This is an optimization exercise on Yosys and OpenROAD, whose aim is small area, a short achievable clock period and few clock cycles per item, not a production implementation. At most, simulation tests tie the RTL to the original design; equivalence was not proved. Function not checked in run 3: the RTL went through the layout flow alone.

## flow/design.v (module list and top-level ports; edited modules follow where they fit)
// module absolute_value: 13 lines
// module ip_upscale: 13 lines
// module vec_quad_check: 17 lines
// module vec_block_first_stage: 41 lines
// module vec_block: 44 lines
// module vec_block_last_stage: 38 lines
// module vec_scaling: 18 lines
// module vec_op_downscale: 30 lines
// module vec_angle_calc: 82 lines
// module CORDIC_Vectoring_top1: 145 lines
// module quad_chk: 64 lines
// module micro_rot_gen: 82 lines
// module rot_block_first_stage: 43 lines
// module rot_block: 40 lines
// module rot_block_last_stage: 40 lines
// module output_scale: 28 lines
// module op_downscale: 36 lines
// module CORDIC_Rotation_top: 155 lines
// module CORDIC_doubly_pipe_top: 100 lines
// module norm_5d: 303 lines
// module norm5_unit: 101 lines
module norm5_unit #(
    parameter DIMENSIONS    = 5,
    parameter DATA_WIDTH    = 32,
    parameter CORDIC_WIDTH  = 38,
    parameter CORDIC_STAGES = 16,
    parameter ANGLE_WIDTH   = 16
)(
    input                              clk,
    input                              nreset,
    input                              start,
    input  [DIMENSIONS*DATA_WIDTH-1:0] w_in,
    output [DIMENSIONS*DATA_WIDTH-1:0] w_out,
    output                             done
);
  // ...
==> flow/run.sh <==
#!/bin/bash
# synth_recipe.tcl (not shown) runs the flow's synth.tcl, then flattens the netlist and writes it again
# the make line also repeats each setting of config.mk as NAME=value (left out here)
make -C /OpenROAD-flow-scripts/flow DESIGN_CONFIG=/design/flow/config.mk WORK_HOME=/design/flow/orfs CLKGATE_MAP_FILE= SYNTH_SCRIPT=/design/flow/synth_recipe.tcl finish
==> flow/config.mk <==
export PLATFORM = sky130hd
export DESIGN_NAME = norm5_unit
export DESIGN_NICKNAME = norm5_unit
export VERILOG_FILES = /design/flow/design.v
export SDC_FILE = /design/flow/constraint.sdc
export NUM_CORES = 8
export LEC_CHECK = 0
export CAP_MARGIN = 20
export CORE_MARGIN = 2
export CORE_UTILIZATION = 40
export SLEW_MARGIN = 20
==> flow/constraint.sdc <==
create_clock -name core_clock -period 10.0 [get_ports {clk}]
set_input_delay 2.0000 -clock core_clock [delete_from_list [all_inputs] [get_ports {clk}]]
set_output_delay 2.0000 -clock core_clock [all_outputs]
set_load 0.01 [all_outputs]
==> results by group, run 1 <==
Critical path
  – Crit path launch type: primary input
  – Critical-path cell list: clkdlybuf4s50_1, nor4_1, nand4_1, or4_1, nor3_4, buf_4, a211o_1, nor2b_4, buf_4, nand2b_2, nor2b_4, a221o_1
  – Max stage delay cell, worst path: nor4_1
  – Critical path class: in -> reg
  – Crit end category: flop
  – Setup crit end: u_norm.temp_ica_cordic_rot1_yin[26]
  – Req. time, crit path: roughly 11,000 ps
  – Crit path DAT: between 7000 and 8000 ps
  – Crit path buffers/inverters: 3
  – Worst path depth: 12

Logic synthesis
  – Top area cells in the synthesized netlist: dfrtp_1 (28%), ha_1 (11%), xnor2_1 (7.2%), a21oi_1 (5.0%), mux2_2 (4.8%)
  – #FFs+latches synth: 3,129
  – Top cells by count, synth: dfrtp_1 (3,014), nor2_1 (2,941), a21oi_1 (2,670), ha_1 (2,426), xnor2_1 (2,203)
  – Syn_nets: about 33,000
  – Synthesized cell area: around 0.27 sq mm
  – Compound-Gate Fraction of Synth Area: 0.184
  – Post-synth cell types: approximately 120

Status
  – Status: complete, no violations

Layout
  – Sequential cell area share: 0.265
  – Buffers, non-clock: between 400 and 500
  – Layout fillers: about 65,000
  – # clk buffers: 512
  – Post-route cell area: approximately 0.29 sq mm
  – Clock-cell share: 0.0448
  – Seq_cells: 3,129
  – NonClk Buf Share: 0.0161

Global route
  – Vias in the first global route: 214,411
  – GR peak layer: met2
  – Met2 Usage GRT: 0.371

CTS
  – Root Driver: clkbuf_16
  – Htree depth: 5
  – Clk buf depth: 4

STA
  – Max-slew headroom: 0.240

Routing
  – Routed via count: 220,870

Die
  – Row cnt: 300
  – Num ports: around 320
  – Chip Width: just over 800 microns

Placement
  – Setup WS pre-CTS: 2690 ps
  – Gpl congestion: 0.976
Testbench counts, summed over its fixed seeds: cycles 30,912, items 192.
==> module norm5_unit, before the edit <==
module norm5_unit #(
    parameter DIMENSIONS    = 5,
    parameter DATA_WIDTH    = 32,
    parameter CORDIC_WIDTH  = 38,
    parameter CORDIC_STAGES = 16,
    parameter ANGLE_WIDTH   = 16
)(
    input                              clk,
    input                              nreset,
    input                              start,
    input  [DIMENSIONS*DATA_WIDTH-1:0] w_in,
    output [DIMENSIONS*DATA_WIDTH-1:0] w_out,
    output                             done
);
    wire ica_cordic_vec_en;
    wire signed [DATA_WIDTH-1:0] ica_cordic_vec_xin;
    wire signed [DATA_WIDTH-1:0] ica_cordic_vec_yin;
    wire ica_cordic_vec_angle_calc_en;
    wire ica_cordic_rot1_en;
    wire signed [DATA_WIDTH-1:0] ica_cordic_rot1_xin;
    wire signed [DATA_WIDTH-1:0] ica_cordic_rot1_yin;
    wire [CORDIC_STAGES-1:0] ica_cordic_rot1_microRot_in;
    wire [1:0] ica_cordic_rot1_quad_in;
    wire ica_cordic_rot1_angle_microRot_n;
    wire ica_cordic_rot1_microRot_ext_vld;
    wire cordic_nrst;
    wire cordic_vec_opvld;
    wire signed [DATA_WIDTH-1:0] cordic_vec_xout;
    wire [CORDIC_STAGES-1:0] cordic_vec_microRot_out;
    wire [1:0] cordic_vec_quad_out;
    wire cordic_vec_microRot_out_start;
    wire signed [ANGLE_WIDTH-1:0] cordic_vec_angle_out;
    wire cordic_rot1_opvld;
    wire signed [DATA_WIDTH-1:0] cordic_rot1_xout;
    wire signed [DATA_WIDTH-1:0] cordic_rot1_yout;
    norm_5d #(
        .DIMENSIONS(DIMENSIONS),
        .DATA_WIDTH(DATA_WIDTH),
        .CORDIC_WIDTH(CORDIC_WIDTH),
        .CORDIC_STAGES(CORDIC_STAGES),
        .ANGLE_WIDTH(ANGLE_WIDTH)
    ) u_norm (
        .clk(clk),
        .nreset(nreset),
        .w_in(w_in),
        .start(start),
        .W_out(w_out),
        .done(done),
        .cordic_nrst(cordic_nrst),
        .ica_cordic_vec_en(ica_cordic_vec_en),
        .ica_cordic_vec_xin(ica_cordic_vec_xin),
        .ica_cordic_vec_yin(ica_cordic_vec_yin),
        .ica_cordic_vec_angle_calc_en(ica_cordic_vec_angle_calc_en),
        .ica_cordic_rot1_en(ica_cordic_rot1_en),
        .ica_cordic_rot1_xin(ica_cordic_rot1_xin),
        .ica_cordic_rot1_yin(ica_cordic_rot1_yin),
        .ica_cordic_rot1_microRot_in(ica_cordic_rot1_microRot_in),
        .ica_cordic_rot1_quad_in(ica_cordic_rot1_quad_in),
        .cordic_vec_opvld(cordic_vec_opvld),
        .cordic_vec_xout(cordic_vec_xout),
        .cordic_vec_microRot_out(cordic_vec_microRot_out),
        .cordic_vec_quad_out(cordic_vec_quad_out),
        .cordic_vec_microRot_out_start(cordic_vec_microRot_out_start),
        .cordic_vec_angle_out(cordic_vec_angle_out),
        .cordic_rot1_opvld(cordic_rot1_opvld),
        .cordic_rot1_xout(cordic_rot1_xout),
        .cordic_rot1_yout(cordic_rot1_yout),
        .ica_cordic_rot1_angle_microRot_n(ica_cordic_rot1_angle_microRot_n),
        .ica_cordic_rot1_microRot_ext_vld(ica_cordic_rot1_microRot_ext_vld)
    );
    CORDIC_doubly_pipe_top #(
        .DATA_WIDTH(DATA_WIDTH),
        .CORDIC_WIDTH(CORDIC_WIDTH),
        .ANGLE_WIDTH(ANGLE_WIDTH),
        .CORDIC_STAGES(CORDIC_STAGES)
    ) u_cordic (
        .clk(clk),
        .nreset(cordic_nrst),
        .cordic_vec_en(ica_cordic_vec_en),
        .cordic_vec_xin(ica_cordic_vec_xin),
        .cordic_vec_yin(ica_cordic_vec_yin),
        .cordic_vec_angle_calc_en(ica_cordic_vec_angle_calc_en),
        .cordic_rot_en(ica_cordic_rot1_en),
        .cordic_rot_xin(ica_cordic_rot1_xin),
        .cordic_rot_yin(ica_cordic_rot1_yin),
        .cordic_rot_angle_microRot_n(ica_cordic_rot1_angle_microRot_n),
        .cordic_rot_angle_in({ANGLE_WIDTH{1'b0}}),
        .cordic_rot_microRot_ext_in(ica_cordic_rot1_microRot_in),
        .cordic_rot_microRot_ext_vld(ica_cordic_rot1_microRot_ext_vld),
        .cordic_rot_quad_in(ica_cordic_rot1_quad_in),
        .cordic_vec_opvld(cordic_vec_opvld),
        .cordic_vec_xout(cordic_vec_xout),
        .vec_quad(cordic_vec_quad_out),
        .vec_angle_out(cordic_vec_angle_out),
        .vec_microRot_dir(cordic_vec_microRot_out),
        .vec_microRot_out_start(cordic_vec_microRot_out_start),
        .cordic_rot_opvld(cordic_rot1_opvld),
        .cordic_rot_xout(cordic_rot1_xout),
        .cordic_rot_yout(cordic_rot1_yout)
    );
endmodule
==> inputs of run 2 (changes only) <==
==> flow/design.v (replaced) <==
`timescale 1ns / 1ps
module norm5_unit #(
    parameter DIMENSIONS    = 5,
    parameter DATA_WIDTH    = 32,
    parameter CORDIC_WIDTH  = 38,
    parameter CORDIC_STAGES = 16,
    parameter ANGLE_WIDTH   = 16
)(
    input                              clk,
    input                              nreset,
    input                              start,
    input  [DIMENSIONS*DATA_WIDTH-1:0] w_in,
    output [DIMENSIONS*DATA_WIDTH-1:0] w_out,
    output                             done
);
    localparam W  = 36;      
    localparam OW = 22;      
    localparam P_IDLE = 3'd0,    
               P_A1   = 3'd1,    
               P_V    = 3'd2,    
               P_VS   = 3'd3,    
               P_R1L  = 3'd4,    
               P_R    = 3'd5,    
               P_RSY  = 3'd6,    
               P_RSX  = 3'd7;    
    reg  [2:0] ph;
    reg  [1:0] p;
    reg  [3:0] i;
    reg        done_r;
    reg signed [W-1:0] X, Y;
    reg        f;                
    reg        qf;               
    reg        zf;               
    reg [15:0] T1, T2, T3, T4;   
    reg        n1;               
    reg [OW-1:0] O3, O4, O5;
    wire [31:0] w1 = w_in[31:0];
    wire [31:0] w2 = w_in[63:32];
    wire [31:0] w3 = w_in[95:64];
    wire [31:0] w4 = w_in[127:96];
    wire [31:0] w5 = w_in[159:128];
    reg [31:0] wsel;
    always @(*) begin
        case (ph)
            P_IDLE:  wsel = w2;
            P_A1:    wsel = w1;
            default: wsel = (p == 2'd0) ? w3 : (p == 2'd1) ? w4 : w5;
        endcase
    end
    wire [W-1:0] ld = {wsel[29:0], 6'b0} ^ {W{wsel[31]}};
    reg [15:0] Tcur;
    always @(*) begin
        case (p)
            2'd0:    Tcur = T4;
            2'd1:    Tcur = T3;
            2'd2:    Tcur = T2;
            default: Tcur = T1;
        endcase
    end
    wire isV = (ph == P_V);
    wire s0  = (i == 4'd0);
    wire d   = isV ? (~s0 & Y[W-1]) : (s0 ? Tcur[0] : Tcur[1]);
    wire ix  = d;
    wire cx  = s0 ? (d ^ f) : d;
    wire iy  = (s0 & ~isV) ? 1'b0 : ~d;
    wire cy  = s0 ? (isV ? ~f : f) : ~d;
    wire signed [W-1:0] ysh = Y >>> i;
    wire signed [W-1:0] xsh = X >>> i;
    wire [W-1:0] xa = X + (ysh ^ {W{ix}}) + cx;
    wire [W-1:0] ya = Y + (xsh ^ {W{iy}}) + cy;
    wire signed [W-1:0] sci = (ph == P_RSY) ? Y : X;
    wire [W-1:0] sc = (sci >>> 1) + (sci >>> 4) + (sci >>> 5) + (sci >>> 7) + (sci >>> 8) +
                      (sci >>> 10) + (sci >>> 11) + (sci >>> 12) + (sci >>> 14);
    wire [W-1:0] sct = {sc[W-1:6], 6'b0};
    wire nn = (p == 2'd0) ? T3[0] : (p == 2'd1) ? T2[0] : n1;
    localparam [W-1:0] ONE = 36'h004000000;    
    localparam [W-1:0] MONE = -ONE;
    always @(posedge clk) begin
        case (ph)
            P_IDLE: begin X <= ld; Y <= {W{1'b0}}; f <= wsel[31]; zf <= ~|w_in; end
            P_A1:   begin X <= ld; Y <= ya; f <= wsel[31]; qf <= w1[31] ^ w2[31]; n1 <= w1[31]; end
            P_V:    begin X <= xa; Y <= ya; end
            P_VS:   begin X <= ld; Y <= sct; f <= wsel[31]; qf <= wsel[31]; end
            P_R1L:  begin
                        X <= zf ? {W{1'b0}} : ONE;
                        Y <= zf ? {W{1'b0}} : (f ? MONE : ONE);
                    end
            P_R:    begin X <= xa; Y <= ya; end
            P_RSY:  begin Y <= sc; end
            P_RSX:  begin
                        if (p != 2'd3) begin
                            X <= {W{1'b0}};
                            Y <= sct ^ {W{nn}};
                            f <= nn;
                        end else begin
                            X <= sc;
                        end
                    end
        endcase
    end
    wire r = (isV & s0) ? qf : (Y[W-1] ^ qf);
    wire rsh = (ph == P_R) & ~s0;
    always @(posedge clk) begin
        if ((isV && p == 2'd0) || (rsh && p == 2'd3)) T1 <= {r, T1[15:1]};
        if ((isV && p == 2'd1) || (rsh && p == 2'd2)) T2 <= {r, T2[15:1]};
        if ((isV && p == 2'd2) || (rsh && p == 2'd1)) T3 <= {r, T3[15:1]};
        if ((isV && p == 2'd3) || ph == P_R1L || (rsh && p == 2'd0)) T4 <= {r, T4[15:1]};
    end
    always @(posedge clk) begin
        if (ph == P_RSY) begin
            if (p == 2'd0) O5 <= sc[OW+5:6];
            if (p == 2'd1) O4 <= sc[OW+5:6];
            if (p == 2'd2) O3 <= sc[OW+5:6];
        end
    end
    always @(posedge clk or negedge nreset) begin
        if (~nreset) begin
            ph <= P_IDLE;
            p <= 2'd0;
            i <= 4'd0;
            done_r <= 1'b0;
        end else begin
            done_r <= (ph == P_RSX) && (p == 2'd3);
            case (ph)
                P_IDLE: if (start) ph <= P_A1;
                P_A1:   begin ph <= P_V; p <= 2'd0; i <= 4'd0; end
                P_V: begin
                    i <= i + 4'd1;
                    if (p == 2'd3 && i == 4'd14) ph <= P_R1L;
                    else if (i == 4'd15) ph <= P_VS;
                end
                P_VS:   begin ph <= P_V; p <= p + 2'd1; i <= 4'd0; end
                P_R1L:  begin ph <= P_R; p <= 2'd0; i <= 4'd1; end
                P_R: begin
                    i <= i + 4'd1;
                    if (i == 4'd15) ph <= P_RSY;
                end
                P_RSY:  ph <= P_RSX;
                P_RSX: begin
                    i <= 4'd0;
                    if (p == 2'd3) ph <= P_IDLE;
                    else begin ph <= P_R; p <= p + 2'd1; end
                end
            endcase
        end
    end
    assign done = done_r;
    wire [OW-1:0] r1 = Y[OW+5:6];
    wire [OW-1:0] r2 = X[OW+5:6];
    assign w_out = {{(32-OW){O5[OW-1]}}, O5,
                    {(32-OW){O4[OW-1]}}, O4,
                    {(32-OW){O3[OW-1]}}, O3,
                    {(32-OW){r2[OW-1]}}, r2,
                    {(32-OW){r1[OW-1]}}, r1};
endmodule
==> results by group, run 2 <==
Worst hold path
  – Hold Crit Class: reg -> reg (unchanged)
  – Hold endpoint: T3[11] (was u_norm.ica_cordic_rot1_en)
  – Hold_sp: T3[12] (was u_norm.temp_ica_cordic_rot1_en)
  – Hold depth: 0 (unchanged)

Layout
  – Layout cells sized above 1: 0.0643 (was 0.0743)
  – Commonest cells after routing, fill and taps aside: clkdlybuf4s50_1 (323), nand2_1 (248), inv_1 (231) (was dfrtp_1 (2,981), nor2_1 (2,939), a21oi_1 (2,670))
  – Most common cell after layout, fill and taps aside: clkdlybuf4s50_1 (was dfrtp_1)
  – Non-filler instance count after layout: 3,550 (was 39,543)
  – Top flop regs: X: 36 flops, Y: 36 flops
  – Post-route cell area: 0.0289 sq mm (was 0.294 sq mm)
  – Util after Layout: 0.477 (was 0.441)
  – Nets@finish: 3,205 (was 33,456)
  – Area grow syn2layout: 17.3% (was 9.90%)

Placement
  – Port Buffers: 323 (unchanged)
  – Post-placement cell count: 3,500 (was 38,830)
  – Area after DPL: 0.0280 sq mm (was 0.281 sq mm)
  – Setup WS pre-CTS: 1380 ps (was 2690 ps)
  – Dpl hpwl: 68,700 microns (was 639,000 microns)
  – Gpl congestion: 0.935 (was 0.976)

Flow run
  – Max-cap violations: 0 (unchanged)

STA
  – Setup Skew: 36.9 ps (was 77.7 ps)
  – Worst-Margin Slew: 1120 ps (was 1130 ps)
  – Post-route minimum period: 8760 ps (was 6510 ps)
  – Slew Limit Fails: 0 (unchanged)
  – WHS: 415 ps (was 352 ps)
  – Post-route worst setup slack: 1240 ps (was 3490 ps)
  – Endpoints failing hold: 0 (unchanged)
  – Achievable Freq: 114 MHz (was 154 MHz)
  – Setup_tns: 0 ps (unchanged)
  – Max-slew headroom: 0.254 (was 0.240)
  – RSZ-0062 raised after global routing: no (unchanged)
  – Finish-stage setup viols: 0 (unchanged)
  – Crit share post-route: 0.876 (was 0.651)

Critical path
  – Crit path launch type: flop (was primary input)
  – Crit path DAT: 9070 ps (was 7400 ps)
  – Critical path peak fanout: 45 (was 50)
  – Critical path class: reg -> reg (was in -> reg)
  – Crit end category: flop (unchanged)
  – R2r startpoint: ph[2]
  – Req. time, crit path: 10,300 ps (was 10,880 ps)
  – FF-to-FF setup slack: 1240 ps (was 3540 ps)
  – R2r endpoint: Y[26]
  – Worst r2r path cells: 24 (was 21)

CTS
  – CTS tree: yes (unchanged)
  – Root Driver: clkbuf_16 (unchanged)
  – Num CTS Buffers: 27 (was 375)
  – Hold_buf cts: 0 (unchanged)
  – PostCTS Resize Cnt: 0 (unchanged)
  – Htree depth: 1 (was 5)
  – Clock Sink Count: 216 (was 3,129)
  – Post-CTS Setup Inserts: 0 (unchanged)
  – Clk pin slew, worst setup/hold paths: 70 ps (about the same)
  – Clk buf depth: 3 (was 4)
  – Clock latency (worst-skew pair): 590 ps (was 1040 ps)

Global route
  – Met2 Usage GRT: 0.452 (was 0.371)
  – Grt met1 use: 0.333 (was 0.328)
  – GR peak layer: met2 (unchanged)
  – GR Util met3: 0.0291 (was 0.0242)
  – First-pass GRT wire length: 126,000 microns (was 1,260,000 microns)
  – Vias in the first global route: 20,381 (was 214,411)
  – Largest net degree at the start of global routing: 67 (was 172)
  – Initial antenna violation count: 1 (was 32)
  – GRT overflow: 0 (unchanged)
  – Total track usage: 0.261 (was 0.230)

Logic synthesis
  – Post-synth EDFFs: 206 (was 0)
  – Synth area leader: edfxtp_1 (was dfrtp_1)
  – Post-synth cell types: 80 (was 119)
  – Syn. warnings: 1 (was 48)
  – Count leader, synth: nand2_1 (was dfrtp_1)
  – Syn avg cell area: 9.53 sq um (was 8.83 sq um)
  – Top cells by count, synth: nand2_1 (248), inv_1 (232), edfxtp_1 (206), a21oi_1 (193), fa_1 (158) (was dfrtp_1 (3,014), nor2_1 (2,941), a21oi_1 (2,670), ha_1 (2,426), xnor2_1 (2,203))
  – Syn_nets: 3,044 (was 33,421)
  – Synthesized cell area: 0.0246 sq mm (was 0.267 sq mm)
  – Sequential area share after synthesis: 0.261 (was 0.291)
  – Ys flop type: edfxtp_1 (was dfrtp_1)
  – Async SR Flop Fraction: 0.0463 (was 0.963)
  – Mapped Cells: 2,586 (was 30,265)
  – Share of the synthesized area in the top cell type: 0.251 (was 0.282)
  – #FFs+latches synth: 216 (was 3,129)
  – Top area cells in the synthesized netlist: edfxtp_1 (25%), fa_1 (13%), ha_1 (7.0%), mux2i_1 (6.0%), mux4_2 (4.6%) (was dfrtp_1 (28%), ha_1 (11%), xnor2_1 (7.2%), a21oi_1 (5.0%), mux2_2 (4.8%))

Routing
  – Vias/cell: 5.81 (was 5.59)
  – Routed wire length: 84,700 microns (was 801,000 microns)
  – DRT iter0 DRCs: 1,686 (was 16,418)
  – Routed via count: 20,635 (was 220,870)
  – Drt pass-1 iters: 7 (was 6)
  – Wirelength per Cell: 23.9 microns (was 20.3 microns)
  – Remaining DRCs: 0 (unchanged)
  – Post-route ant nets: 0 (unchanged)

Die
  – Initial Util: 0.407 (was 0.401)
  – Row cnt: 90 (was 300)
  – Chip Width: 252 microns (was 822 microns)
  – Height of the die: 252 microns (was 822 microns)
  – Num ports: 324 (unchanged)
  – Die area: 0.0636 sq mm (was 0.675 sq mm)
  – Core area: 0.0606 sq mm (was 0.667 sq mm)

Status
  – Status: complete, no violations (unchanged)
-- run 2: cell types whose count changed after synthesis, sizes merged, moves of 646 or more --
cell and change:
o21ai -1407, nor3 -784, clkbuf -646, xnor2 -2091, nand2 -1617, mux2 -1125
xor2 -1297, nor2 -2829, ha -2289, inv -1505, a21o -1085, dfrtp -3004
a21oi -2479
-- run 2: how the worst max path moves through the flow --
stage,start,endpoint,slack (ps),depth (start not counted)
after global placement,ph[2],Y[26],1610,24
after CTS,ph[2],Y[26],1320,24
after global routing,ph[2],Y[26],630,24
after detailed placement,ph[2],Y[26],1380,24
final,ph[2],Y[26],1240,24
after floorplan,ph[0],Y[32],2400,26
-- run 2: metal layers --
layer | up-vias | wire length [microns] | share of wire
met5 | - | 0 | 0
met4 | 0 | 3730 | 0.044
met3 | 135 | 5230 | 0.062
met2 | 887 | 41600 | 0.49
met1 | 10110 | 34200 | 0.40
li1 | 9503 | - | -
-- run 2: final cells by class --
type / count / area (sq um)
Antenna cell: 1 / 2.50
Clock inverter: 19 / 239
Tap cell: 782 / 978
Fill cell: 5764 / 31700
Multi-Input combinational cell: 1909 / 16200
Inverter: 236 / 886
Sequential cell: 216 / 6450
Timing Repair Buffer: 357 / 3490
Clock buffer: 30 / 687
-- run 2: kinds of logic after synthesis --
logic type      synth area share
xor+xnor                  0.0732
buf+inv                   0.0855
mux                        0.111
flops                      0.261
simple gates               0.110
compound gates             0.161
fa+ha+maj                  0.198
-- run 2: critical path, cell delays in order, from the launching register on --
cell and delay, ps:
dfrtp_1 800, inv_1 410, nor3_2 260, buf_4 550
inv_2 540, nand2_1 190, nand2_1 230, fa_1 630
fa_1 470, fa_1 550, inv_1 50, fa_1 470
inv_1 40, ha_1 210, fa_1 480, a21oi_1 290
o211ai_1 160, a21oi_1 350, or3_1 170, nand2_1 150
a21oi_1 470, o21ai_0 200, xor2_1 450, mux2i_1 250
nand2_1 70
Testbench counts of run 2, summed over its fixed seeds: cycles 27,072, items 192.
==> inputs of run 3 (changes only) <==
==> flow/design.v (replaced) <==
`timescale 1ns / 1ps
module gain_comp_rows (input [35:0] v, output [35:0] ra, output [35:0] rb);
    wire n1 = ~v[14] ^ v[1];
    wire n2 = ~v[14] & v[1];
    wire n3 = ~v[14] ^ ~v[15] ^ v[2];
    wire n4 = (~v[14] & ~v[15]) | (~v[14] & v[2]) | (~v[15] & v[2]);
    wire n5 = v[5] ^ v[6];
    wire n6 = v[5] & v[6];
    wire n7 = ~v[15] ^ ~v[16] ^ v[3];
    wire n8 = (~v[15] & ~v[16]) | (~v[15] & v[3]) | (~v[16] & v[3]);
    wire n9 = n1 ^ v[4] ^ v[5];
    wire n10 = (n1 & v[4]) | (n1 & v[5]) | (v[4] & v[5]);
    wire n11 = v[7] ^ v[8];
    wire n12 = v[7] & v[8];
    wire n13 = n2 ^ n3 ^ n5;
    wire n14 = (n2 & n3) | (n2 & n5) | (n3 & n5);
    wire n15 = v[8] ^ v[9] ^ v[11];
    wire n16 = (v[8] & v[9]) | (v[8] & v[11]) | (v[9] & v[11]);
    wire n17 = v[12] ^ v[13];
    wire n18 = v[12] & v[13];
    wire n19 = n4 ^ n6 ^ n7;
    wire n20 = (n4 & n6) | (n4 & n7) | (n6 & n7);
    wire n21 = v[6] ^ v[7] ^ v[9];
    wire n22 = (v[6] & v[7]) | (v[6] & v[9]) | (v[7] & v[9]);
    wire n23 = v[10] ^ v[12] ^ v[13];
    wire n24 = (v[10] & v[12]) | (v[10] & v[13]) | (v[12] & v[13]);
    wire n25 = n8 ^ ~v[16] ^ ~v[17];
    wire n26 = (n8 & ~v[16]) | (n8 & ~v[17]) | (~v[16] & ~v[17]);
    wire n27 = v[4] ^ v[7] ^ v[8];
    wire n28 = (v[4] & v[7]) | (v[4] & v[8]) | (v[7] & v[8]);
    wire n29 = v[10] ^ v[11] ^ v[13];
    wire n30 = (v[10] & v[11]) | (v[10] & v[13]) | (v[11] & v[13]);
    wire n31 = ~v[17] ^ ~v[18] ^ v[5];
    wire n32 = (~v[17] & ~v[18]) | (~v[17] & v[5]) | (~v[18] & v[5]);
    wire n33 = v[8] ^ v[9] ^ v[11];
    wire n34 = (v[8] & v[9]) | (v[8] & v[11]) | (v[9] & v[11]);
    wire n35 = ~v[14] ^ ~v[18] ^ ~v[19];
    wire n36 = (~v[14] & ~v[18]) | (~v[14] & ~v[19]) | (~v[18] & ~v[19]);
    wire n37 = v[6] ^ v[9] ^ v[10];
    wire n38 = (v[6] & v[9]) | (v[6] & v[10]) | (v[9] & v[10]);
    wire n39 = v[12] ^ v[13];
    wire n40 = v[12] & v[13];
    wire n41 = ~v[15] ^ ~v[19] ^ ~v[20];
    wire n42 = (~v[15] & ~v[19]) | (~v[15] & ~v[20]) | (~v[19] & ~v[20]);
    wire n43 = v[7] ^ v[10] ^ v[11];
    wire n44 = (v[7] & v[10]) | (v[7] & v[11]) | (v[10] & v[11]);
    wire n45 = ~v[16] ^ ~v[20] ^ ~v[21];
    wire n46 = (~v[16] & ~v[20]) | (~v[16] & ~v[21]) | (~v[20] & ~v[21]);
    wire n47 = ~v[14] ^ ~v[17] ^ ~v[21];
    wire n48 = (~v[14] & ~v[17]) | (~v[14] & ~v[21]) | (~v[17] & ~v[21]);
    wire n49 = ~v[22] ^ v[9];
    wire n50 = ~v[22] & v[9];
    wire n51 = ~v[15] ^ ~v[18] ^ ~v[22];
    wire n52 = (~v[15] & ~v[18]) | (~v[15] & ~v[22]) | (~v[18] & ~v[22]);
    wire n53 = v[22] ^ v[24];
    wire n54 = v[22] & v[24];
    wire n55 = n9 ^ n11 ^ v[10];
    wire n56 = (n9 & n11) | (n9 & v[10]) | (n11 & v[10]);
    wire n57 = n10 ^ n12 ^ n13;
    wire n58 = (n10 & n12) | (n10 & n13) | (n12 & n13);
    wire n59 = n15 ^ n17;
    wire n60 = n15 & n17;
    wire n61 = n14 ^ n16 ^ n18;
    wire n62 = (n14 & n16) | (n14 & n18) | (n16 & n18);
    wire n63 = n19 ^ n21 ^ n23;
    wire n64 = (n19 & n21) | (n19 & n23) | (n21 & n23);
    wire n65 = n20 ^ n22 ^ n24;
    wire n66 = (n20 & n22) | (n20 & n24) | (n22 & n24);
    wire n67 = n25 ^ n27 ^ n29;
    wire n68 = (n25 & n27) | (n25 & n29) | (n27 & n29);
    wire n69 = n26 ^ n28 ^ n30;
    wire n70 = (n26 & n28) | (n26 & n30) | (n28 & n30);
    wire n71 = n31 ^ n33 ^ v[12];
    wire n72 = (n31 & n33) | (n31 & v[12]) | (n33 & v[12]);
    wire n73 = n32 ^ n34 ^ n35;
    wire n74 = (n32 & n34) | (n32 & n35) | (n34 & n35);
    wire n75 = n37 ^ n39 ^ 1'b1;
    wire n76 = (n37 & n39) | (n37 & 1'b1) | (n39 & 1'b1);
    wire n77 = n36 ^ n38 ^ n40;
    wire n78 = (n36 & n38) | (n36 & n40) | (n38 & n40);
    wire n79 = n41 ^ n43 ^ v[13];
    wire n80 = (n41 & n43) | (n41 & v[13]) | (n43 & v[13]);
    wire n81 = n42 ^ n44 ^ n45;
    wire n82 = (n42 & n44) | (n42 & n45) | (n44 & n45);
    wire n83 = v[8] ^ v[11] ^ v[12];
    wire n84 = (v[8] & v[11]) | (v[8] & v[12]) | (v[11] & v[12]);
    wire n85 = n46 ^ n47 ^ n49;
    wire n86 = (n46 & n47) | (n46 & n49) | (n47 & n49);
    wire n87 = v[12] ^ v[13] ^ 1'b1;
    wire n88 = (v[12] & v[13]) | (v[12] & 1'b1) | (v[13] & 1'b1);
    wire n89 = n48 ^ n50 ^ n51;
    wire n90 = (n48 & n50) | (n48 & n51) | (n50 & n51);
    wire n91 = ~v[23] ^ v[10] ^ v[13];
    wire n92 = (~v[23] & v[10]) | (~v[23] & v[13]) | (v[10] & v[13]);
    wire n93 = n52 ^ ~v[16] ^ ~v[19];
    wire n94 = (n52 & ~v[16]) | (n52 & ~v[19]) | (~v[16] & ~v[19]);
    wire n95 = ~v[23] ^ ~v[24] ^ v[11];
    wire n96 = (~v[23] & ~v[24]) | (~v[23] & v[11]) | (~v[24] & v[11]);
    wire n97 = v[14] ^ ~v[17] ^ ~v[20];
    wire n98 = (v[14] & ~v[17]) | (v[14] & ~v[20]) | (~v[17] & ~v[20]);
    wire n99 = ~v[24] ^ ~v[25] ^ v[12];
    wire n100 = (~v[24] & ~v[25]) | (~v[24] & v[12]) | (~v[25] & v[12]);
    wire n101 = v[15] ^ ~v[18] ^ ~v[21];
    wire n102 = (v[15] & ~v[18]) | (v[15] & ~v[21]) | (~v[18] & ~v[21]);
    wire n103 = ~v[25] ^ ~v[26] ^ v[13];
    wire n104 = (~v[25] & ~v[26]) | (~v[25] & v[13]) | (~v[26] & v[13]);
    wire n105 = v[14] ^ v[16] ^ ~v[19];
    wire n106 = (v[14] & v[16]) | (v[14] & ~v[19]) | (v[16] & ~v[19]);
    wire n107 = ~v[22] ^ ~v[26] ^ ~v[27];
    wire n108 = (~v[22] & ~v[26]) | (~v[22] & ~v[27]) | (~v[26] & ~v[27]);
    wire n109 = v[15] ^ v[17] ^ ~v[20];
    wire n110 = (v[15] & v[17]) | (v[15] & ~v[20]) | (v[17] & ~v[20]);
    wire n111 = ~v[23] ^ ~v[27] ^ ~v[28];
    wire n112 = (~v[23] & ~v[27]) | (~v[23] & ~v[28]) | (~v[27] & ~v[28]);
    wire n113 = v[16] ^ v[18] ^ ~v[21];
    wire n114 = (v[16] & v[18]) | (v[16] & ~v[21]) | (v[18] & ~v[21]);
    wire n115 = ~v[24] ^ ~v[28] ^ ~v[29];
    wire n116 = (~v[24] & ~v[28]) | (~v[24] & ~v[29]) | (~v[28] & ~v[29]);
    wire n117 = v[17] ^ v[19] ^ ~v[22];
    wire n118 = (v[17] & v[19]) | (v[17] & ~v[22]) | (v[19] & ~v[22]);
    wire n119 = ~v[25] ^ ~v[29] ^ ~v[30];
    wire n120 = (~v[25] & ~v[29]) | (~v[25] & ~v[30]) | (~v[29] & ~v[30]);
    wire n121 = v[18] ^ v[20] ^ ~v[23];
    wire n122 = (v[18] & v[20]) | (v[18] & ~v[23]) | (v[20] & ~v[23]);
    wire n123 = ~v[26] ^ ~v[30] ^ ~v[31];
    wire n124 = (~v[26] & ~v[30]) | (~v[26] & ~v[31]) | (~v[30] & ~v[31]);
    wire n125 = v[19] ^ v[21] ^ ~v[24];
    wire n126 = (v[19] & v[21]) | (v[19] & ~v[24]) | (v[21] & ~v[24]);
    wire n127 = ~v[27] ^ ~v[31] ^ ~v[32];
    wire n128 = (~v[27] & ~v[31]) | (~v[27] & ~v[32]) | (~v[31] & ~v[32]);
    wire n129 = v[20] ^ v[22] ^ ~v[25];
    wire n130 = (v[20] & v[22]) | (v[20] & ~v[25]) | (v[22] & ~v[25]);
    wire n131 = ~v[28] ^ ~v[32] ^ ~v[33];
    wire n132 = (~v[28] & ~v[32]) | (~v[28] & ~v[33]) | (~v[32] & ~v[33]);
    wire n133 = v[21] ^ v[23] ^ ~v[26];
    wire n134 = (v[21] & v[23]) | (v[21] & ~v[26]) | (v[23] & ~v[26]);
    wire n135 = ~v[29] ^ ~v[33] ^ ~v[34];
    wire n136 = (~v[29] & ~v[33]) | (~v[29] & ~v[34]) | (~v[33] & ~v[34]);
    wire n137 = n53 ^ ~v[27] ^ ~v[30];
    wire n138 = (n53 & ~v[27]) | (n53 & ~v[30]) | (~v[27] & ~v[30]);
    wire n139 = ~v[34] ^ v[35] ^ 1'b1;
    wire n140 = (~v[34] & v[35]) | (~v[34] & 1'b1) | (v[35] & 1'b1);
    wire n141 = n54 ^ v[23] ^ v[25];
    wire n142 = (n54 & v[23]) | (n54 & v[25]) | (v[23] & v[25]);
    wire n143 = ~v[28] ^ ~v[31] ^ v[35];
    wire n144 = (~v[28] & ~v[31]) | (~v[28] & v[35]) | (~v[31] & v[35]);
    wire n145 = v[24] ^ v[26] ^ ~v[29];
    wire n146 = (v[24] & v[26]) | (v[24] & ~v[29]) | (v[26] & ~v[29]);
    wire n147 = ~v[32] ^ 1'b1;
    wire n148 = ~v[32] & 1'b1;
    wire n149 = v[25] ^ v[27] ^ ~v[30];
    wire n150 = (v[25] & v[27]) | (v[25] & ~v[30]) | (v[27] & ~v[30]);
    wire n151 = ~v[33] ^ 1'b1;
    wire n152 = ~v[33] & 1'b1;
    wire n153 = v[26] ^ v[28] ^ ~v[31];
    wire n154 = (v[26] & v[28]) | (v[26] & ~v[31]) | (v[28] & ~v[31]);
    wire n155 = ~v[34] ^ 1'b1;
    wire n156 = ~v[34] & 1'b1;
    wire n157 = v[27] ^ v[29] ^ ~v[32];
    wire n158 = (v[27] & v[29]) | (v[27] & ~v[32]) | (v[29] & ~v[32]);
    wire n159 = v[28] ^ v[30];
    wire n160 = v[28] & v[30];
    wire n161 = v[29] ^ v[31];
    wire n162 = v[29] & v[31];
    wire n163 = n55 ^ v[11];
    wire n164 = n55 & v[11];
    wire n165 = n56 ^ n57 ^ n59;
    wire n166 = (n56 & n57) | (n56 & n59) | (n57 & n59);
    wire n167 = n58 ^ n60 ^ n61;
    wire n168 = (n58 & n60) | (n58 & n61) | (n60 & n61);
    wire n169 = n62 ^ n64 ^ n65;
    wire n170 = (n62 & n64) | (n62 & n65) | (n64 & n65);
    wire n171 = n66 ^ n68 ^ n69;
    wire n172 = (n66 & n68) | (n66 & n69) | (n68 & n69);
    wire n173 = n70 ^ n72 ^ n73;
    wire n174 = (n70 & n72) | (n70 & n73) | (n72 & n73);
    wire n175 = n74 ^ n76 ^ n77;
    wire n176 = (n74 & n76) | (n74 & n77) | (n76 & n77);
    wire n177 = n78 ^ n80 ^ n81;
    wire n178 = (n78 & n80) | (n78 & n81) | (n80 & n81);
    wire n179 = n82 ^ n84 ^ n85;
    wire n180 = (n82 & n84) | (n82 & n85) | (n84 & n85);
    wire n181 = n86 ^ n88 ^ n89;
    wire n182 = (n86 & n88) | (n86 & n89) | (n88 & n89);
    wire n183 = n90 ^ n92 ^ n93;
    wire n184 = (n90 & n92) | (n90 & n93) | (n92 & n93);
    wire n185 = n94 ^ n96 ^ n97;
    wire n186 = (n94 & n96) | (n94 & n97) | (n96 & n97);
    wire n187 = n98 ^ n100 ^ n101;
    wire n188 = (n98 & n100) | (n98 & n101) | (n100 & n101);
    wire n189 = n102 ^ n104 ^ n105;
    wire n190 = (n102 & n104) | (n102 & n105) | (n104 & n105);
    wire n191 = n106 ^ n108 ^ n109;
    wire n192 = (n106 & n108) | (n106 & n109) | (n108 & n109);
    wire n193 = n110 ^ n112 ^ n113;
    wire n194 = (n110 & n112) | (n110 & n113) | (n112 & n113);
    wire n195 = n114 ^ n116 ^ n117;
    wire n196 = (n114 & n116) | (n114 & n117) | (n116 & n117);
    wire n197 = n118 ^ n120 ^ n121;
    wire n198 = (n118 & n120) | (n118 & n121) | (n120 & n121);
    wire n199 = n122 ^ n124 ^ n125;
    wire n200 = (n122 & n124) | (n122 & n125) | (n124 & n125);
    wire n201 = n126 ^ n128 ^ n129;
    wire n202 = (n126 & n128) | (n126 & n129) | (n128 & n129);
    wire n203 = n130 ^ n132 ^ n133;
    wire n204 = (n130 & n132) | (n130 & n133) | (n132 & n133);
    wire n205 = n134 ^ n136 ^ n137;
    wire n206 = (n134 & n136) | (n134 & n137) | (n136 & n137);
    wire n207 = n138 ^ n140 ^ n141;
    wire n208 = (n138 & n140) | (n138 & n141) | (n140 & n141);
    wire n209 = n142 ^ n144 ^ n145;
    wire n210 = (n142 & n144) | (n142 & n145) | (n144 & n145);
    wire n211 = n146 ^ n148 ^ n149;
    wire n212 = (n146 & n148) | (n146 & n149) | (n148 & n149);
    wire n213 = n150 ^ n152 ^ n153;
    wire n214 = (n150 & n152) | (n150 & n153) | (n152 & n153);
    wire n215 = n154 ^ n156 ^ n157;
    wire n216 = (n154 & n156) | (n154 & n157) | (n156 & n157);
    wire n217 = n158 ^ n159 ^ ~v[33];
    wire n218 = (n158 & n159) | (n158 & ~v[33]) | (n159 & ~v[33]);
    wire n219 = n160 ^ n161 ^ ~v[34];
    wire n220 = (n160 & n161) | (n160 & ~v[34]) | (n161 & ~v[34]);
    wire n221 = n162 ^ v[30] ^ v[32];
    wire n222 = (n162 & v[30]) | (n162 & v[32]) | (v[30] & v[32]);
    wire n223 = v[31] ^ v[33];
    wire n224 = v[31] & v[33];
    wire n225 = v[32] ^ v[34];
    wire n226 = v[32] & v[34];
    wire n227 = n163 ^ v[12];
    wire n228 = n163 & v[12];
    wire n229 = n164 ^ n165 ^ 1'b1;
    wire n230 = (n164 & n165) | (n164 & 1'b1) | (n165 & 1'b1);
    wire n231 = n166 ^ n167 ^ n63;
    wire n232 = (n166 & n167) | (n166 & n63) | (n167 & n63);
    wire n233 = n168 ^ n169 ^ n67;
    wire n234 = (n168 & n169) | (n168 & n67) | (n169 & n67);
    wire n235 = n170 ^ n171 ^ n71;
    wire n236 = (n170 & n171) | (n170 & n71) | (n171 & n71);
    wire n237 = n172 ^ n173 ^ n75;
    wire n238 = (n172 & n173) | (n172 & n75) | (n173 & n75);
    wire n239 = n174 ^ n175 ^ n79;
    wire n240 = (n174 & n175) | (n174 & n79) | (n175 & n79);
    wire n241 = n176 ^ n177 ^ n83;
    wire n242 = (n176 & n177) | (n176 & n83) | (n177 & n83);
    wire n243 = n178 ^ n179 ^ n87;
    wire n244 = (n178 & n179) | (n178 & n87) | (n179 & n87);
    wire n245 = n180 ^ n181 ^ n91;
    wire n246 = (n180 & n181) | (n180 & n91) | (n181 & n91);
    wire n247 = n182 ^ n183 ^ n95;
    wire n248 = (n182 & n183) | (n182 & n95) | (n183 & n95);
    wire n249 = n184 ^ n185 ^ n99;
    wire n250 = (n184 & n185) | (n184 & n99) | (n185 & n99);
    wire n251 = n186 ^ n187 ^ n103;
    wire n252 = (n186 & n187) | (n186 & n103) | (n187 & n103);
    wire n253 = n188 ^ n189 ^ n107;
    wire n254 = (n188 & n189) | (n188 & n107) | (n189 & n107);
    wire n255 = n190 ^ n191 ^ n111;
    wire n256 = (n190 & n191) | (n190 & n111) | (n191 & n111);
    wire n257 = n192 ^ n193 ^ n115;
    wire n258 = (n192 & n193) | (n192 & n115) | (n193 & n115);
    wire n259 = n194 ^ n195 ^ n119;
    wire n260 = (n194 & n195) | (n194 & n119) | (n195 & n119);
    wire n261 = n196 ^ n197 ^ n123;
    wire n262 = (n196 & n197) | (n196 & n123) | (n197 & n123);
    wire n263 = n198 ^ n199 ^ n127;
    wire n264 = (n198 & n199) | (n198 & n127) | (n199 & n127);
    wire n265 = n200 ^ n201 ^ n131;
    wire n266 = (n200 & n201) | (n200 & n131) | (n201 & n131);
    wire n267 = n202 ^ n203 ^ n135;
    wire n268 = (n202 & n203) | (n202 & n135) | (n203 & n135);
    wire n269 = n204 ^ n205 ^ n139;
    wire n270 = (n204 & n205) | (n204 & n139) | (n205 & n139);
    wire n271 = n206 ^ n207 ^ n143;
    wire n272 = (n206 & n207) | (n206 & n143) | (n207 & n143);
    wire n273 = n208 ^ n209 ^ n147;
    wire n274 = (n208 & n209) | (n208 & n147) | (n209 & n147);
    wire n275 = n210 ^ n211 ^ n151;
    wire n276 = (n210 & n211) | (n210 & n151) | (n211 & n151);
    wire n277 = n212 ^ n213 ^ n155;
    wire n278 = (n212 & n213) | (n212 & n155) | (n213 & n155);
    wire n279 = n214 ^ n215 ^ v[35];
    wire n280 = (n214 & n215) | (n214 & v[35]) | (n215 & v[35]);
    wire n281 = n216 ^ n217 ^ 1'b1;
    wire n282 = (n216 & n217) | (n216 & 1'b1) | (n217 & 1'b1);
    wire n283 = n218 ^ n219 ^ 1'b1;
    wire n284 = (n218 & n219) | (n218 & 1'b1) | (n219 & 1'b1);
    wire n285 = n220 ^ n221 ^ v[35];
    wire n286 = (n220 & n221) | (n220 & v[35]) | (n221 & v[35]);
    wire n287 = n222 ^ n223 ^ 1'b1;
    wire n288 = (n222 & n223) | (n222 & 1'b1) | (n223 & 1'b1);
    wire n289 = n224 ^ n225 ^ 1'b1;
    wire n290 = (n224 & n225) | (n224 & 1'b1) | (n225 & 1'b1);
    wire n291 = n226 ^ v[33] ^ ~v[35];
    wire n292 = (n226 & v[33]) | (n226 & ~v[35]) | (v[33] & ~v[35]);
    wire n293 = v[34] ^ 1'b1;
    wire n294 = v[34] & 1'b1;
    assign ra = {1'b1, n294, n292, n290, n288, n286, n284, n282, n280, n278, n276, n274, n272, n270, n268, n266, n264, n262, n260, n258, n256, n254, n252, n250, n248, n246, n244, n242, n240, n238, n236, n234, n232, n230, n228, n227};
    assign rb = {1'b0, ~v[35], n293, n291, n289, n287, n285, n283, n281, n279, n277, n275, n273, n271, n269, n267, n265, n263, n261, n259, n257, n255, n253, n251, n249, n247, n245, n243, n241, n239, n237, n235, n233, n231, n229, 1'b1};
endmodule
`timescale 1ns / 1ps
module norm5_unit #(
    parameter DIMENSIONS    = 5,
    parameter DATA_WIDTH    = 32,
    parameter CORDIC_WIDTH  = 38,
    parameter CORDIC_STAGES = 16,
    parameter ANGLE_WIDTH   = 16
)(
    input                              clk,
    input                              nreset,
    input                              start,
    input  [DIMENSIONS*DATA_WIDTH-1:0] w_in,
    output [DIMENSIONS*DATA_WIDTH-1:0] w_out,
    output                             done
);
    localparam W  = 36;      
    localparam OW = 22;      
    localparam CW = W - 6;   
    reg st_idle;    
    reg st_a1;      
    reg st_v;       
    reg st_va;      
    reg st_vb;      
    reg st_r1l;     
    reg st_r;       
    reg st_ra;      
    reg st_rb;      
    reg st_rc;      
    reg [1:0] p;
    reg [3:0] i;     
    reg [3:0] yl, yh, xl, xh;    
    reg wo3, wo4, wo5;
    reg s0;          
    reg tsel;        
    reg ysg;         
    reg rinx, rcnx, riny, rcny;
    reg done_r;
    reg signed [W-1:0] X, Y;
    reg        f;                
    reg        qf;               
    reg        zf;               
    reg [15:0] T1;               
    reg        n1;               
    reg [OW-1:0] O3, O4, O5;     
    wire [15:0] T2 = O3[15:0];
    wire [15:0] T3 = O4[15:0];
    wire [15:0] T4 = O5[15:0];
    reg [W-1:0]  RA, RB;         
    wire [31:0] w1 = w_in[31:0];
    wire [31:0] w2 = w_in[63:32];
    wire [31:0] w3 = w_in[95:64];
    wire [31:0] w4 = w_in[127:96];
    wire [31:0] w5 = w_in[159:128];
    wire [31:0] wsel = st_idle ? w2 :
                       st_a1   ? w1 :
                       (p == 2'd0) ? w3 : (p == 2'd1) ? w4 : w5;
    wire [W-1:0] ld = {wsel[29:0], 6'b0} ^ {W{wsel[31]}};
    reg [15:0] Tcur;
    always @(*) begin
        case (p)
            2'd0:    Tcur = T4;
            2'd1:    Tcur = T3;
            2'd2:    Tcur = T2;
            default: Tcur = T1;
        endcase
    end
    wire vd  = ~s0 & ysg;
    wire inx = st_v ? vd : rinx;
    wire cnx = st_v ? (s0 ? f : ysg) : rcnx;
    wire iny = st_v ? ~vd : riny;
    wire cny = st_v ? (s0 ? ~f : ~ysg) : rcny;
    reg [W-1:0] yt, xt, ysh, xsh;
    integer b, k;
    always @(*) begin
        for (b = 0; b < W; b = b + 1) begin
            yt[b] = 1'b0; xt[b] = 1'b0;
            for (k = 0; k < 4; k = k + 1) begin
                yt[b] = yt[b] | (yl[k] & Y[(b + k > W - 1) ? W - 1 : b + k]);
                xt[b] = xt[b] | (xl[k] & X[(b + k > W - 1) ? W - 1 : b + k]);
            end
        end
        for (b = 0; b < W; b = b + 1) begin
            ysh[b] = 1'b0; xsh[b] = 1'b0;
            for (k = 0; k < 4; k = k + 1) begin
                ysh[b] = ysh[b] | (yh[k] & yt[(b + 4 * k > W - 1) ? W - 1 : b + 4 * k]);
                xsh[b] = xsh[b] | (xh[k] & xt[(b + 4 * k > W - 1) ? W - 1 : b + 4 * k]);
            end
        end
    end
    wire [W:0] xs = {X, 1'b1} + {ysh ^ {W{inx}}, cnx};
    wire [W:0] ys = {Y, 1'b1} + {xsh ^ {W{iny}}, cny};
    wire [W-1:0] xa = xs[W:1];
    wire [W-1:0] ya = ys[W:1];
    wire [W-1:0] tin = tsel ? Y : X;
    wire [W-1:0] ra, rb;
    gain_comp_rows u_gc (.v(tin), .ra(ra), .rb(rb));
    always @(posedge clk) begin
        RA <= ra;
        RB <= rb;
    end
    wire [W-1:0]  cs  = RA + RB;
    wire [CW-1:0] cpa = cs[W-1:6];                 
    wire nn = (p == 2'd0) ? T3[0] : (p == 2'd1) ? T2[0] : n1;
    localparam [W-1:0] ONE = 36'h004000000;    
    localparam [W-1:0] MONE = -ONE;
    always @(posedge clk) begin
        if (st_idle | st_a1 | st_va | st_vb)
            X <= ld;
        else if (st_v | st_r | st_ra)
            X <= xa;
        else if (st_r1l)
            X <= zf ? {W{1'b0}} : ONE;
        else if (st_rb)
            X <= (p == 2'd3) ? {cpa, 6'b0} : {W{1'b0}};
        if (st_idle)
            Y <= {W{1'b0}};
        else if (st_a1 | st_v | st_r | st_va)
            Y <= ya;
        else if (st_r1l)
            Y <= zf ? {W{1'b0}} : (f ? MONE : ONE);
        else if (st_vb | st_rb | st_rc)
            Y <= {cpa ^ {CW{st_rb & nn & (p != 2'd3)}}, {6{st_rb & nn & (p != 2'd3)}}};
        if (st_idle | st_a1 | st_va) f <= wsel[31];
        else if (st_rb) f <= nn;
        if (st_a1) begin qf <= w1[31] ^ w2[31]; n1 <= w1[31]; end
        else if (st_va) qf <= wsel[31];
        if (st_idle) zf <= ~|w_in;
    end
    always @(posedge clk) ysg <= ya[W-1];
    wire [15:0] Tnext = (p == 2'd0) ? T3 : (p == 2'd1) ? T2 : T1;    
    reg  nd;
    always @(*) begin
        if (st_rb)        nd = Tnext[0];           
        else if (st_r1l)  nd = T4[2];              
        else if (s0)      nd = Tcur[1];            
        else              nd = Tcur[2];            
    end
    wire n0 = st_rb;                               
    wire nf = st_rb ? nn : f;
    always @(posedge clk) begin
        if (st_idle) begin
            rinx <= 1'b0; rcnx <= 1'b0; riny <= 1'b0; rcny <= wsel[31];
        end else begin
            rinx <= nd;
            rcnx <= n0 ? (nd ^ nf) : nd;
            riny <= n0 ? 1'b0 : ~nd;
            rcny <= n0 ? nf : ~nd;
        end
    end
    wire r = (st_v & s0) ? qf : (ysg ^ qf);
    wire rsh = st_r & ~s0;
    always @(posedge clk) begin
        if ((st_v && p == 2'd0) || (rsh && p == 2'd3)) T1 <= {r, T1[15:1]};
        if (wo3) O3 <= cpa[OW-1:0];
        else if ((st_v && p == 2'd1) || (rsh && p == 2'd2)) O3[15:0] <= {r, O3[15:1]};
        if (wo4) O4 <= cpa[OW-1:0];
        else if ((st_v && p == 2'd2) || (rsh && p == 2'd1)) O4[15:0] <= {r, O4[15:1]};
        if (wo5) O5 <= cpa[OW-1:0];
        else if ((st_v && p == 2'd3) || st_r1l || (rsh && p == 2'd0)) O5[15:0] <= {r, O5[15:1]};
    end
    always @(posedge clk or negedge nreset) begin
        if (~nreset) begin
            st_idle <= 1'b1;
            st_a1 <= 1'b0; st_v <= 1'b0; st_va <= 1'b0; st_vb <= 1'b0; st_r1l <= 1'b0;
            st_r <= 1'b0; st_ra <= 1'b0; st_rb <= 1'b0; st_rc <= 1'b0;
            p <= 2'd0;
            i <= 4'd0;
            yl <= 4'd1; yh <= 4'd1; xl <= 4'd1; xh <= 4'd1;
            wo3 <= 1'b0; wo4 <= 1'b0; wo5 <= 1'b0;
            s0 <= 1'b1;
            tsel <= 1'b0;
            done_r <= 1'b0;
        end else begin
            st_idle <= (st_idle & ~start) | st_rc;
            st_a1   <= st_idle & start;
            st_v    <= st_a1 | st_vb | (st_v & ~(i == 4'd15) & ~(p == 2'd3 && i == 4'd14));
            st_va   <= st_v & (i == 4'd15) & (p != 2'd3);
            st_vb   <= st_va;
            st_r1l  <= st_v & (p == 2'd3) & (i == 4'd14);
            st_r    <= st_r1l | (st_rb & (p != 2'd3)) | (st_r & (i != 4'd15));
            st_ra   <= st_r & (i == 4'd15);
            st_rb   <= st_ra;
            st_rc   <= st_rb & (p == 2'd3);
            wo5 <= st_rb & (p == 2'd0);
            wo4 <= st_rb & (p == 2'd1);
            wo3 <= st_rb & (p == 2'd2);
            done_r <= st_rc;
            tsel <= st_ra;
            s0 <= st_a1 | st_vb | st_rb | (s0 & ~(st_v | st_r | st_r1l));
            if (st_a1 | st_r1l) p <= 2'd0;
            else if (st_vb | st_rb) p <= p + 2'd1;
            if (st_a1 | st_vb | st_rb) begin
                i <= 4'd0;
                yl <= 4'd1; yh <= 4'd1; xl <= 4'd1; xh <= 4'd1;
            end else if (st_r1l) begin
                i <= 4'd1;
                yl <= 4'd2; yh <= 4'd1; xl <= 4'd2; xh <= 4'd1;
            end else if (st_v | st_r) begin
                i <= i + 4'd1;
                yl <= {yl[2:0], yl[3]};
                xl <= {xl[2:0], xl[3]};
                if (i[1:0] == 2'd3) begin
                    yh <= {yh[2:0], yh[3]};
                    xh <= {xh[2:0], xh[3]};
                end
            end
        end
    end
    assign done = done_r;
    wire [OW-1:0] r1 = Y[OW+5:6];
    wire [OW-1:0] r2 = X[OW+5:6];
    assign w_out = {{(32-OW){O5[OW-1]}}, O5,
                    {(32-OW){O4[OW-1]}}, O4,
                    {(32-OW){O3[OW-1]}}, O3,
                    {(32-OW){r2[OW-1]}}, r2,
                    {(32-OW){r1[OW-1]}}, r1};
endmodule
==> flow/flow/run.sh (new file) <==
#!/bin/bash
# The standard layout (standard.sh), with the port buffers made of the smallest
# buffer cell (sky130_fd_sc_hd__buf_1) and the timing repair aimed 6.0 ns below the period.
set -euo pipefail
sed -e 's|"\${@:-finish}"|BUFFER_PORTS_ARGS="-buffer_cell sky130_fd_sc_hd__buf_1" "${@:-finish}"|' \
    -e 's|SETUP_SLACK_MARGIN=[0-9.]*|SETUP_SLACK_MARGIN=6.0|' standard.sh > standard_mod.sh
grep -q BUFFER_PORTS_ARGS standard_mod.sh
bash standard_mod.sh > standard.log 2>&1
==> flow/standard.sh (new file) <==
#!/bin/bash
# synth_recipe.tcl (not shown) runs the flow's synth.tcl, then flattens the netlist and writes it again
# the make line also repeats each setting of config.mk as NAME=value (left out here)
make -C /OpenROAD-flow-scripts/flow DESIGN_CONFIG=/design/flow/config.mk WORK_HOME=/design/flow/orfs CLKGATE_MAP_FILE= SYNTH_SCRIPT=/design/flow/synth_recipe.tcl "${@:-finish}"
--- a/flow/config.mk
+++ b/flow/config.mk
@@ -8,4 +8,5 @@
 export CAP_MARGIN = 20
 export CORE_MARGIN = 2
 export CORE_UTILIZATION = 40
+export SETUP_SLACK_MARGIN = 5
 export SLEW_MARGIN = 20
removed: flow/run.sh
==> results by group, run 3 <==
CTS
  – Root Driver: clkbuf_16 (unchanged)
  – Htree depth: 2 (was 1)
  – Clock latency (worst-skew pair): 560 ps (was 590 ps)
  – Num CTS Buffers: 35 (was 27)
  – Clock Sink Count: 269 (was 216)
  – CTS tree: yes (unchanged)
  – Clk pin slew, worst setup/hold paths: 60 ps (was 70 ps)
  – Clk buf depth: 3 (unchanged)

Routing
  – Routed via count: 23,915 (was 20,635)
  – Routed wire length: 99,100 microns (was 84,700 microns)
  – Drt pass-1 iters: 7 (unchanged)
  – Wirelength per Cell: 24.9 microns (was 23.9 microns)
  – Post-route ant nets: 0 (unchanged)
  – Remaining DRCs: 0 (unchanged)
  – DRT iter0 DRCs: 2,893 (was 1,686)
  – Vias/cell: 6.01 (was 5.81)

Layout
  – Most common cell after layout, fill and taps aside: buf_1 (was clkdlybuf4s50_1)
  – Multi-input logic area: 0.0172 sq mm (was 0.0162 sq mm)
  – Commonest cells after routing, fill and taps aside: buf_1 (322), inv_1 (215), nand2_1 (204) (was clkdlybuf4s50_1 (323), nand2_1 (248), inv_1 (231))
  – Nets@finish: 3,531 (was 3,205)
  – Register area: 0.00682 sq mm (was 0.00645 sq mm)
  – Layout cells sized above 1: 0.181 (was 0.0643)
  – Top flop regs: X: 36 flops, Y: 36 flops, RA: 35 flops (was X: 36 flops, Y: 36 flops)
  – Area grow syn2layout: 20.5% (was 17.3%)
  – Layout fillers: 5,890 (was 5,764)

Worst hold path
  – Hold depth: 0 (unchanged)
  – Hold endpoint: T1[10] (was T3[11])
  – Hold_sp: T1[11] (was T3[12])
  – Hold Crit Class: reg -> reg (unchanged)

Logic synthesis
  – Share of the synthesized area in the top cell type: 0.146 (was 0.251)
  – Sequential area share after synthesis: 0.273 (was 0.261)
  – Synth area leader: edfxtp_1 (unchanged)
  – Top area cells in the synthesized netlist: edfxtp_1 (15%), fa_1 (9.8%), dfxtp_1 (8.9%), ha_1 (6.7%), a22oi_1 (5.4%) (was edfxtp_1 (25%), fa_1 (13%), ha_1 (7.0%), mux2i_1 (6.0%), mux4_2 (4.6%))
  – Syn avg cell area: 8.85 sq um (was 9.53 sq um)
  – Post-synth cell types: 82 (was 80)
  – #FFs+latches synth: 269 (was 216)
  – Mapped Cells: 2,815 (was 2,586)
  – Syn_nets: 3,233 (was 3,044)
  – Top cells by count, synth: nand2_1 (236), inv_1 (216), a21oi_1 (204), nor2_1 (182), a22oi_1 (180) (was nand2_1 (248), inv_1 (232), edfxtp_1 (206), a21oi_1 (193), fa_1 (158))
  – Async SR Flop Fraction: 0.138 (was 0.0463)
  – Ys flop type: edfxtp_1 (unchanged)
  – Post-synth EDFFs: 121 (was 206)
  – Count leader, synth: nand2_1 (unchanged)
  – Synthesized cell area: 0.0249 sq mm (was 0.0246 sq mm)
  – Syn. warnings: 1 (unchanged)

Critical path
  – FF-to-FF setup slack: 5720 ps (was 1240 ps)
  – Critical path peak fanout: 8 (was 45)
  – Req. time, crit path: 10,280 ps (was 10,300 ps)
  – Worst r2r path cells: 17 (was 24)
  – Critical path class: reg -> reg (unchanged)
  – Crit path launch type: flop (unchanged)
  – R2r startpoint: yl[2] (was ph[2])
  – Critical-path cell list: buf_8, a22oi_1, nand2_1, a22o_1, a221oi_2, xor2_1, ha_1, nand4_1, nor3_4, nor4b_4, o2111a_1, a311oi_4, a21oi_2, or3_4, a21oi_2, xnor2_1, o221ai_1 (was inv_1, nor3_2, buf_4, inv_2, nand2_1, nand2_1, fa_1, fa_1, fa_1, inv_1, fa_1, inv_1, ha_1, fa_1, a21oi_1, o211ai_1, a21oi_1, or3_1, nand2_1, a21oi_1, o21ai_0, xor2_1, mux2i_1, nand2_1)
  – Crit end category: flop (unchanged)
  – Crit path DAT: 4560 ps (was 9070 ps)
  – R2r endpoint: X[33] (was Y[26])
  – Most frequent cell on the critical path: a21oi_2 (was fa_1)
  – Max stage delay cell, worst path: dfrtp_4 (was dfrtp_1)
  – CP peak stage delay: 560 ps (was 800 ps)

STA
  – Setup Skew: 24.1 ps (was 36.9 ps)
  – Finish-stage setup viols: 0 (unchanged)
  – Achievable Freq: 234 MHz (was 114 MHz)
  – Post-route minimum period: 4280 ps (was 8760 ps)
  – Crit share post-route: 0.428 (was 0.876)
  – Worst-Margin Slew: 1150 ps (was 1120 ps)
  – RSZ-0062 raised after global routing: yes (was no)
  – Endpoints failing hold: 0 (unchanged)
  – Max-slew headroom: 0.234 (was 0.254)
  – Post-route worst setup slack: 5720 ps (was 1240 ps)
  – Setup_tns: 0 ps (unchanged)
  – Slew Limit Fails: 0 (unchanged)

Status
  – Status: complete, no violations (unchanged)

Placement
  – Port Buffers: 323 (unchanged)
  – Gpl congestion: 0.987 (was 0.935)
  – Setup WS pre-CTS: 4960 ps (was 1380 ps)
  – Dpl hpwl: 72,500 microns (was 68,700 microns)

Global route
  – Largest net degree at the start of global routing: 109 (was 67)
  – GRT overflow: 0 (unchanged)
  – First-pass GRT wire length: 143,000 microns (was 126,000 microns)
  – Total track usage: 0.296 (was 0.261)
  – Initial antenna violation count: 20 (was 1)
  – Vias in the first global route: 22,621 (was 20,381)

Die
  – Initial Util: 0.404 (was 0.407)
  – Height of the die: 253 microns (was 252 microns)
  – Num ports: 324 (unchanged)
  – Die area: 0.0643 sq mm (was 0.0636 sq mm)
  – Core area: 0.0616 sq mm (was 0.0606 sq mm)
  – Row cnt: 91 (was 90)
  – Chip Width: 253 microns (was 252 microns)

Flow run
  – Max-cap violations: 0 (unchanged)
-- run 3: changes by cell type in the layout (fill, tap and decap cells not counted), moves of 37 or more --
cell             previous run  this run
mux2_2                     11        69
dfxtp_1                     0       110
edfxtp_1                  206       121
a22oi_1                    17       152
fa_1                      158       121
mux2i_1                   148        42
buf_4                      34       164
mux4_2                     50         1
nand2_1                   248       204
buf_1                       0       322
nor2_1                    112       176
clkdlybuf4s50_1           323         0
-- run 3: area by class of cell --
| type | instances | share of cell area |
|---|---|---|
| multi-input combinational | 2070 | 0.574 |
| sequential | 269 | 0.227 |
| inverter | 216 | 0.0270 |
| clock buffer | 41 | 0.0306 |
| antenna | 6 | 0.000501 |
| tap | 837 | 0.0349 |
| clock inverter | 20 | 0.00738 |
| timing repair buffer | 521 | 0.0983 |
-- run 3: repair_timing --
item | 4_1_cts | 5_1_grt
gates cloned | 2 | 1
endpoints found under the setup margin | 68 | 52
resized for setup | 132 | 143
hold buffers | 0 | 0
setup buffers | 103 | 53
pin swaps | 88 | 97
-- run 3: worst max-delay path by stage --
stage | to | from | slack, ps
floorplan | X[33] | yl[1] | 6000
global placement | Y[35] | xl[2] | 5120
detailed placement | Y[35] | xl[3] | 4960
CTS | X[33] | yl[2] | 5770
global route | X[29] | st_v | 5560
finish | X[33] | yl[2] | 5720
-- run 3: cells by family after synthesis --
kind of cell | Yosys count | share of synthesized area
adders and majority gates | 255 | 0.165
and+or+nand+nor | 637 | 0.115
DFF | 269 | 0.273
AOI/OAI and AO/OA | 832 | 0.228
xor gates and xnor gates | 231 | 0.0830
muxes | 115 | 0.0502
buffers and inverters | 476 | 0.0862
-- run 3: worst max-delay path, delay by kind of cell (launching register included) --
family	cells	cell delay [ps]
fa+ha+maj	1	360
buf+inv	1	170
flops	1	560
simple gates	5	1000
xor+xnor	2	260
compound gates	8	1660
-- run 3: per-stage QoR --
step / util / cells / instance area, sq um / hold slack, ps
floorplan: - / 2815 / 25000 / 346
global placement: 0.427 / 3754 / 26300 / 387
detailed placement: 0.428 / 3754 / 26300 / 396
CTS: 0.469 / 3920 / 28900 / 414
global route: 0.487 / 3978 / 30000 / 425
finish: 0.487 / 3980 / 30000 / 415
-- run 3: metal layers --
layer,vias up,share of wire,GRT usage
li1,10643,-,-
met1,11606,0.41,0.395
met2,1379,0.43,0.437
met3,273,0.11,0.0849
met4,14,0.053,0.145
met5,-,0.0010,0

==> re-timing with driven ports <==
No port has a modelled driver above. Below, the same layouts with a new extraction and two added sets of constraints. Step 1: set_driving_cell puts a clkbuf_16 on clk and a buf_2 on each other input, an assumption about the parent block. Step 2 adds t to the input delays and takes it off the output delays; t is the mean of the earliest and latest rising clock arrival at the registers after step 1. Input paths then give back, and output paths get back, about the clock's delay inside the block. Three values: ideal, step 1, step 2; two values: the first two.
| run | t (ns) | slack for setup (ns) | worst setup path after step 2 | worst register clock-pin slew, ns | pins driven straight from the clock port |
|---|---|---|---|---|---|
| run 1 | 1.148 | 3.488 / 3.536 / 2.456 | input to register | 0.07 / 0.07 | 1 |
| run 2 | 0.632 | 1.237 / 1.237 / 1.237 | register to register | 0.08 / 0.08 | 1 |
| run 3 | 0.609 | 5.723 / 5.723 / 5.723 | register to register | 0.07 / 0.07 | 1 |
After both steps setup and hold are still met in every run listed. The setup slack of run 1, which loses most, moves by +0.048 ns with the drivers and by -1.032 ns with both steps.
